This design comes from an exercise in tuning for small area, a short achievable clock period and few clock cycles per item on the open sky130 flow, not from production work.
The RTL was checked by simulation tests, not by an equivalence proof against the original design.

==> flow/design.v <==
module div_steps #(
  parameter WIDTH  = 32,
  parameter AW     = 32,
  parameter K      = 4,
  parameter RIPPLE = 0
)(
  input  logic [WIDTH-1:0] p_i,
  input  logic [AW-1:0]    a_i,
  input  logic [WIDTH-1:0] d_i,
  input  logic             cin,
  output logic [WIDTH-1:0] p_o,
  output logic [AW-1:0]    a_o
);
  logic [WIDTH-1:0] pp [K+1];
  logic [AW-1:0]    aa [K+1];
  assign pp[0] = p_i;
  assign aa[0] = a_i;
  for (genvar i = 0; i < K; i++) begin : g_step
    logic [WIDTH:0]   t;
    logic [WIDTH+1:0] s;
    assign t = {pp[i], aa[i][AW-1]};
    if (RIPPLE[i]) begin : g_rc
      logic [WIDTH:0] c;
      assign c[0] = cin;
      assign s[0] = 1'b0;
      for (genvar j = 0; j < WIDTH; j++) begin : g_bit
        assign s[j+1] = t[j] ^ d_i[j] ^ c[j];
        assign c[j+1] = (t[j] & d_i[j]) | (t[j] & c[j]) | (d_i[j] & c[j]);
      end
      assign s[WIDTH+1] = !(t[WIDTH] ^ c[WIDTH]);
    end else begin : g_bk
      assign s = {t, 1'b1} + {1'b1, d_i, cin};
    end
    assign aa[i+1] = {aa[i][AW-2:0], !s[WIDTH+1]};
    assign pp[i+1] = s[WIDTH+1] ? t[WIDTH-1:0] : s[WIDTH:1];
  end
  assign p_o = pp[K];
  assign a_o = aa[K];
endmodule
module div
#(
  parameter XLEN = 32,
  localparam integer NUM_ROB_ENTRIES = 32,
  localparam integer ARCH_REG_IDX    = 4,
  localparam integer PHYS_REG_IDX    = 5
)(
  input  logic clk,
  input  logic rst,
  input  logic        req_valid,
  output logic        req_ready,
  input  logic [XLEN-1:0] op_a,
  input  logic [XLEN-1:0] op_b,
  input  logic [ARCH_REG_IDX:0] rd_arch,
  input  logic [PHYS_REG_IDX:0] pd_phys,
  input  logic [$clog2(NUM_ROB_ENTRIES)-1:0] rob_idx,
  input  logic        dest_we,
  input  logic [2:0]    sub_op,
  output logic        resp_valid,
  input  logic        resp_ready,
  output logic [XLEN-1:0] resp_value,
  output logic [ARCH_REG_IDX:0] resp_rd,
  output logic [PHYS_REG_IDX:0] resp_pd,
  output logic [$clog2(NUM_ROB_ENTRIES)-1:0] resp_rob_idx,
  output logic        resp_dest_we
);
  localparam integer K  = 4;                   
  localparam integer NM = (XLEN + K - 1) / K;  
  localparam integer AW = K * NM;              
  localparam integer CW = $clog2(NM);
  localparam integer TW = ARCH_REG_IDX + 1 + PHYS_REG_IDX + 1 + $clog2(NUM_ROB_ENTRIES) + 1;
  logic            busy_q, first_q, one_q, endc_q;
  logic [CW-1:0]   cnt_q;               
  logic            isrem_q, sa_q, sb_q;
  logic [XLEN-1:0] p_q;                 
  logic [AW-1:0]   a_q;                 
  logic [XLEN-1:0] d_q;                 
  logic [TW-1:0]   tag_q;
  logic            ov_q;
  logic [XLEN-1:0] oval_q;
  logic [TW-1:0]   otag_q;
  logic            pv_q;
  logic [TW-1:0]   ptag_q;
  wire last_c   = first_q ? one_q : endc_q;
  wire last     = busy_q && last_c;
  wire finish   = last && !pv_q;
  logic rx_q, ry_q;
  assign req_ready = rx_q || (ry_q && one_q);
  wire take     = req_valid && req_ready;
  wire step     = busy_q && !last_c && !pv_q;
  wire out_free = !ov_q || resp_ready;
  wire to_pend  = finish && !out_free;
  wire load_out = out_free && (finish || pv_q);
  function automatic logic [5:0] clz32(input logic [XLEN-1:0] x);
    logic [15:0] z1; logic [15:0]      c1;
    logic [7:0]  z2; logic [7:0][1:0]  c2;
    logic [3:0]  z3; logic [3:0][2:0]  c3;
    logic [1:0]  z4; logic [1:0][3:0]  c4;
    logic        z5; logic [4:0]       c5;
    for (integer g = 0; g < 16; g++) begin
      z1[g] = !x[2*g+1] && !x[2*g];
      c1[g] = !x[2*g+1];
    end
    for (integer g = 0; g < 8; g++) begin
      z2[g] = z1[2*g+1] && z1[2*g];
      c2[g] = z1[2*g+1] ? {1'b1, c1[2*g]} : {1'b0, c1[2*g+1]};
    end
    for (integer g = 0; g < 4; g++) begin
      z3[g] = z2[2*g+1] && z2[2*g];
      c3[g] = z2[2*g+1] ? {1'b1, c2[2*g]} : {1'b0, c2[2*g+1]};
    end
    for (integer g = 0; g < 2; g++) begin
      z4[g] = z3[2*g+1] && z3[2*g];
      c4[g] = z3[2*g+1] ? {1'b1, c3[2*g]} : {1'b0, c3[2*g+1]};
    end
    z5 = z4[1] && z4[0];
    c5 = z4[1] ? {1'b1, c4[0]} : {1'b0, c4[1]};
    clz32 = z5 ? 6'd32 : {1'b0, c5};
  endfunction
  function automatic logic above(input logic [XLEN-1:0] x, input logic [XLEN-1:0] y);
    logic [XLEN-1:0] f, zx, zy;    
    f  = x & ~y;
    zx = ~x;
    zy = ~y;
    for (integer w = 1; w < XLEN; w = w * 2)
      for (integer g = 0; g < XLEN; g = g + 2 * w) begin
        f[g]  = f[g + w] | (zx[g + w] & zy[g + w] & f[g]);
        zx[g] = zx[g + w] & zx[g];
        zy[g] = zy[g + w] & zy[g];
      end
    above = f[0];
  endfunction
  wire sgn   = !sub_op[0];
  wire in_sa = sgn && op_a[XLEN-1];
  wire in_sb = sgn && op_b[XLEN-1];
  wire [XLEN-1:0] in_u = in_sa ? (~op_a >> (K - 1)) : (op_a >> K);
  wire in_one = above(op_b ^ {XLEN{in_sb}}, in_u);
  logic [XLEN-1:0] ma;
  always_comb begin
    logic any_a;
    any_a = 1'b0;
    for (integer i = 0; i < XLEN; i++) begin
      ma[i] = a_q[i] ^ (sa_q && any_a);
      any_a = any_a | a_q[i];
    end
  end
  wire [5:0] cza = clz32(ma);
  wire [5:0] czb = clz32(~d_q);         
  wire [6:0] n_off = {1'b0, czb} + 7'(XLEN + 1) - {1'b0, cza};
  logic [CW-1:0] m1;    
  always_comb begin
    if (one_q)                    m1 = '0;
    else if (czb == 6'd32)        m1 = CW'(NM-1);
    else if (n_off >= 7'(XLEN + K*(NM-1) + 1)) m1 = CW'(NM-1);
    else if (n_off <= 7'(XLEN + 2*K)) m1 = CW'(1);
    else                          m1 = CW'((n_off - 7'(XLEN + 1)) / K);
  end
  logic [XLEN-1:0] p_s;
  logic [AW-1:0]   a_s;
  always_comb begin
    logic [XLEN+AW-1:0] w;
    w = {{AW{1'b0}}, ma} << (AW - K*(m1+1));
    if (first_q) begin
      p_s = w[XLEN+AW-1:AW];
      a_s = w[AW-1:0];
    end else begin
      p_s = p_q;
      a_s = a_q;
    end
  end
  logic [XLEN-1:0] p_n;
  logic [AW-1:0]   a_n;
  div_steps #(.WIDTH(XLEN), .AW(AW), .K(K), .RIPPLE(8)) U_steps (
    .p_i(p_s), .a_i(a_s), .d_i(d_q), .cin(!sb_q), .p_o(p_n), .a_o(a_n)
  );
  wire div0 = !sb_q && (&d_q);
  wire neg  = isrem_q ? sa_q : (sa_q ^ sb_q) && !div0;
  wire [XLEN-1:0] res  = isrem_q ? p_n : a_n[XLEN-1:0];
  wire [XLEN-1:0] fres = neg ? -res : res;
  wire [CW-1:0] cnt_n = first_q ? m1 - 1'b1 : cnt_q - 1'b1;
  always_ff @(posedge clk) begin
    if (rst) begin
      busy_q <= 1'b0;
      ov_q   <= 1'b0;
      pv_q   <= 1'b0;
    end else begin
      if (take)
        busy_q <= 1'b1;
      else if (finish)
        busy_q <= 1'b0;
      if (load_out)
        ov_q <= 1'b1;
      else if (resp_ready)
        ov_q <= 1'b0;
      if (to_pend)
        pv_q <= 1'b1;
      else if (out_free)
        pv_q <= 1'b0;
    end
  end
  wire busy_d  = take || (busy_q && !finish);
  wire first_d = req_ready || (first_q && !step);
  wire endc_d  = step ? (cnt_n == '0) : endc_q;
  wire pv_d    = to_pend || (pv_q && !out_free);
  always_ff @(posedge clk) begin
    if (rst) begin
      rx_q <= 1'b1;
      ry_q <= 1'b0;
    end else begin
      rx_q <= !busy_d || (!first_d && endc_d && !pv_d);
      ry_q <= first_d && !pv_d;
    end
  end
  always_ff @(posedge clk) begin
    if (req_ready) begin
      first_q <= 1'b1;
      one_q   <= in_one;
      isrem_q <= sub_op[1];
      sa_q    <= in_sa;
      sb_q    <= in_sb;
      a_q     <= AW'(op_a);
      d_q     <= op_b ^ {XLEN{!in_sb}};
      tag_q   <= {rd_arch, pd_phys, rob_idx, dest_we};
    end else if (step) begin
      first_q <= 1'b0;
      cnt_q   <= cnt_n;
      endc_q  <= (cnt_n == '0);
      a_q     <= a_n;
    end
    if (finish) begin
      p_q     <= fres;
      ptag_q  <= tag_q;
    end else if (step)
      p_q     <= p_n;
    if (load_out) begin
      oval_q  <= pv_q ? p_q : fres;
      otag_q  <= pv_q ? ptag_q : tag_q;
    end
  end
  assign resp_valid = ov_q;
  assign resp_value = oval_q;
  assign {resp_rd, resp_pd, resp_rob_idx, resp_dest_we} = otag_q;
endmodule
Settings: LEC_CHECK=0, ABC_AREA=1, CAP_MARGIN=20, CORE_MARGIN=2, CORE_UTILIZATION=70, PLACE_DENSITY=0.78, SLEW_MARGIN=20; clock period 200.0 ns.
standard.sh (not shown) runs the stock make flow with config.mk's settings and CLKGATE_MAP_FILE= SYNTH_SCRIPT=/design/flow/synth_recipe.tcl, a recipe that flattens the netlist after the stock synthesis.
==> flow/flow/run.sh <==
#!/bin/bash
# The standard layout flow (standard.sh), unchanged except for two
# settings it reads from the environment:
#  - SETUP_SLACK_MARGIN: the resizer's repair_timing keeps this much setup
#    slack. With the design's 200 ns clock the standard flow never works on
#    the input and output paths that set the achieved period.
#  - BUFFER_PORTS_ARGS: every input and output port still gets its buffer,
#    a plain buf_1 (later resized as needed) instead of the larger delay
#    buffer the resizer picks by default.
# The clock period and the timing constraints stay those of the design.
set -o pipefail
export SETUP_SLACK_MARGIN=158.1
export BUFFER_PORTS_ARGS="-buffer_cell sky130_fd_sc_hd__buf_1"
bash standard.sh > standard.log 2>&1
Testbench counts at the start, summed over its fixed seeds: cycles 6,713, ops 3,200.
Edit:
--- a/flow/design.v
+++ b/flow/design.v
@@ -62,9 +62,9 @@
   output logic [PHYS_REG_IDX:0] resp_pd,
   output logic [$clog2(NUM_ROB_ENTRIES)-1:0] resp_rob_idx,
   output logic        resp_dest_we
 );
-  localparam integer K  = 4;                   
+  localparam integer K  = 8;                   
   localparam integer NM = (XLEN + K - 1) / K;  
   localparam integer AW = K * NM;              
   localparam integer CW = $clog2(NM);
   localparam integer TW = ARCH_REG_IDX + 1 + PHYS_REG_IDX + 1 + $clog2(NUM_ROB_ENTRIES) + 1;
@@ -115,9 +115,9 @@
     z5 = z4[1] && z4[0];
     c5 = z4[1] ? {1'b1, c4[0]} : {1'b0, c4[1]};
     clz32 = z5 ? 6'd32 : {1'b0, c5};
   endfunction
-  function automatic logic above(input logic [XLEN-1:0] x, input logic [XLEN-1:0] y);
+  function automatic logic above(input logic [XLEN-1:0] x, input logic [XLEN-1:0] y, input logic zb);
     logic [XLEN-1:0] f, zx, zy;    
     f  = x & ~y;
     zx = ~x;
     zy = ~y;
@@ -126,15 +126,15 @@
         f[g]  = f[g + w] | (zx[g + w] & zy[g + w] & f[g]);
         zx[g] = zx[g + w] & zx[g];
         zy[g] = zy[g + w] & zy[g];
       end
-    above = f[0];
+    above = f[0] | (zx[0] & zb);
   endfunction
   wire sgn   = !sub_op[0];
   wire in_sa = sgn && op_a[XLEN-1];
   wire in_sb = sgn && op_b[XLEN-1];
   wire [XLEN-1:0] in_u = in_sa ? (~op_a >> (K - 1)) : (op_a >> K);
-  wire in_one = above(op_b ^ {XLEN{in_sb}}, in_u);
+  wire in_one = above(op_b ^ {XLEN{in_sb}}, in_u, !in_sb);
   logic [XLEN-1:0] ma;
   always_comb begin
     logic any_a;
     any_a = 1'b0;
@@ -168,14 +168,14 @@
     end
   end
   logic [XLEN-1:0] p_n;
   logic [AW-1:0]   a_n;
-  div_steps #(.WIDTH(XLEN), .AW(AW), .K(K), .RIPPLE(8)) U_steps (
+  div_steps #(.WIDTH(XLEN), .AW(AW), .K(K), .RIPPLE(0)) U_steps (
     .p_i(p_s), .a_i(a_s), .d_i(d_q), .cin(!sb_q), .p_o(p_n), .a_o(a_n)
   );
   wire div0 = !sb_q && (&d_q);
   wire neg  = isrem_q ? sa_q : (sa_q ^ sb_q) && !div0;
-  wire [XLEN-1:0] res  = isrem_q ? p_n : a_n[XLEN-1:0];
+  wire [XLEN-1:0] res  = isrem_q ? p_n : (a_n[XLEN-1:0] | {XLEN{div0}});
   wire [XLEN-1:0] fres = neg ? -res : res;
   wire [CW-1:0] cnt_n = first_q ? m1 - 1'b1 : cnt_q - 1'b1;
   always_ff @(posedge clk) begin
     if (rst) begin
=> The changed run finished clean; wire length goes up by well over a third; final area goes up by well over a third; count of clock-buffer cells in the layout goes down by 1; setup slack improves by 0.34 ns.
Testbench counts after the change, summed over its fixed seeds: cycles 4,656, ops 3,200.

re-timing with driven ports:
In the flow no input, the clock included, has a driving cell. The finished layouts below were timed again as built, in two steps.
Step 1, drivers: a clkbuf_16 drives clk and a buf_2 each remaining input, both assumed.
Step 2 moves the port delays by t, midway between the first and last clock arrival at a register: inputs arrive t later, outputs are due t later. That takes back most of the time a late clock gives input paths.
Three values: ideal, step 1, step 2; two values: the first two.
run | shift t [ns] | slack for setup (ns) | clock arrival spread, ns
the first run | 0.529 | 157.808 / 157.818 / 157.289 | 0.022 / 0.022
the second run | 0.541 | 158.149 / 158.090 / 157.650 | 0.022 / 0.022
After both steps setup and hold are still met in every run listed. For the first run, which loses most, drivers alone change the setup slack by +0.010 ns; drivers and shift together by -0.519 ns.
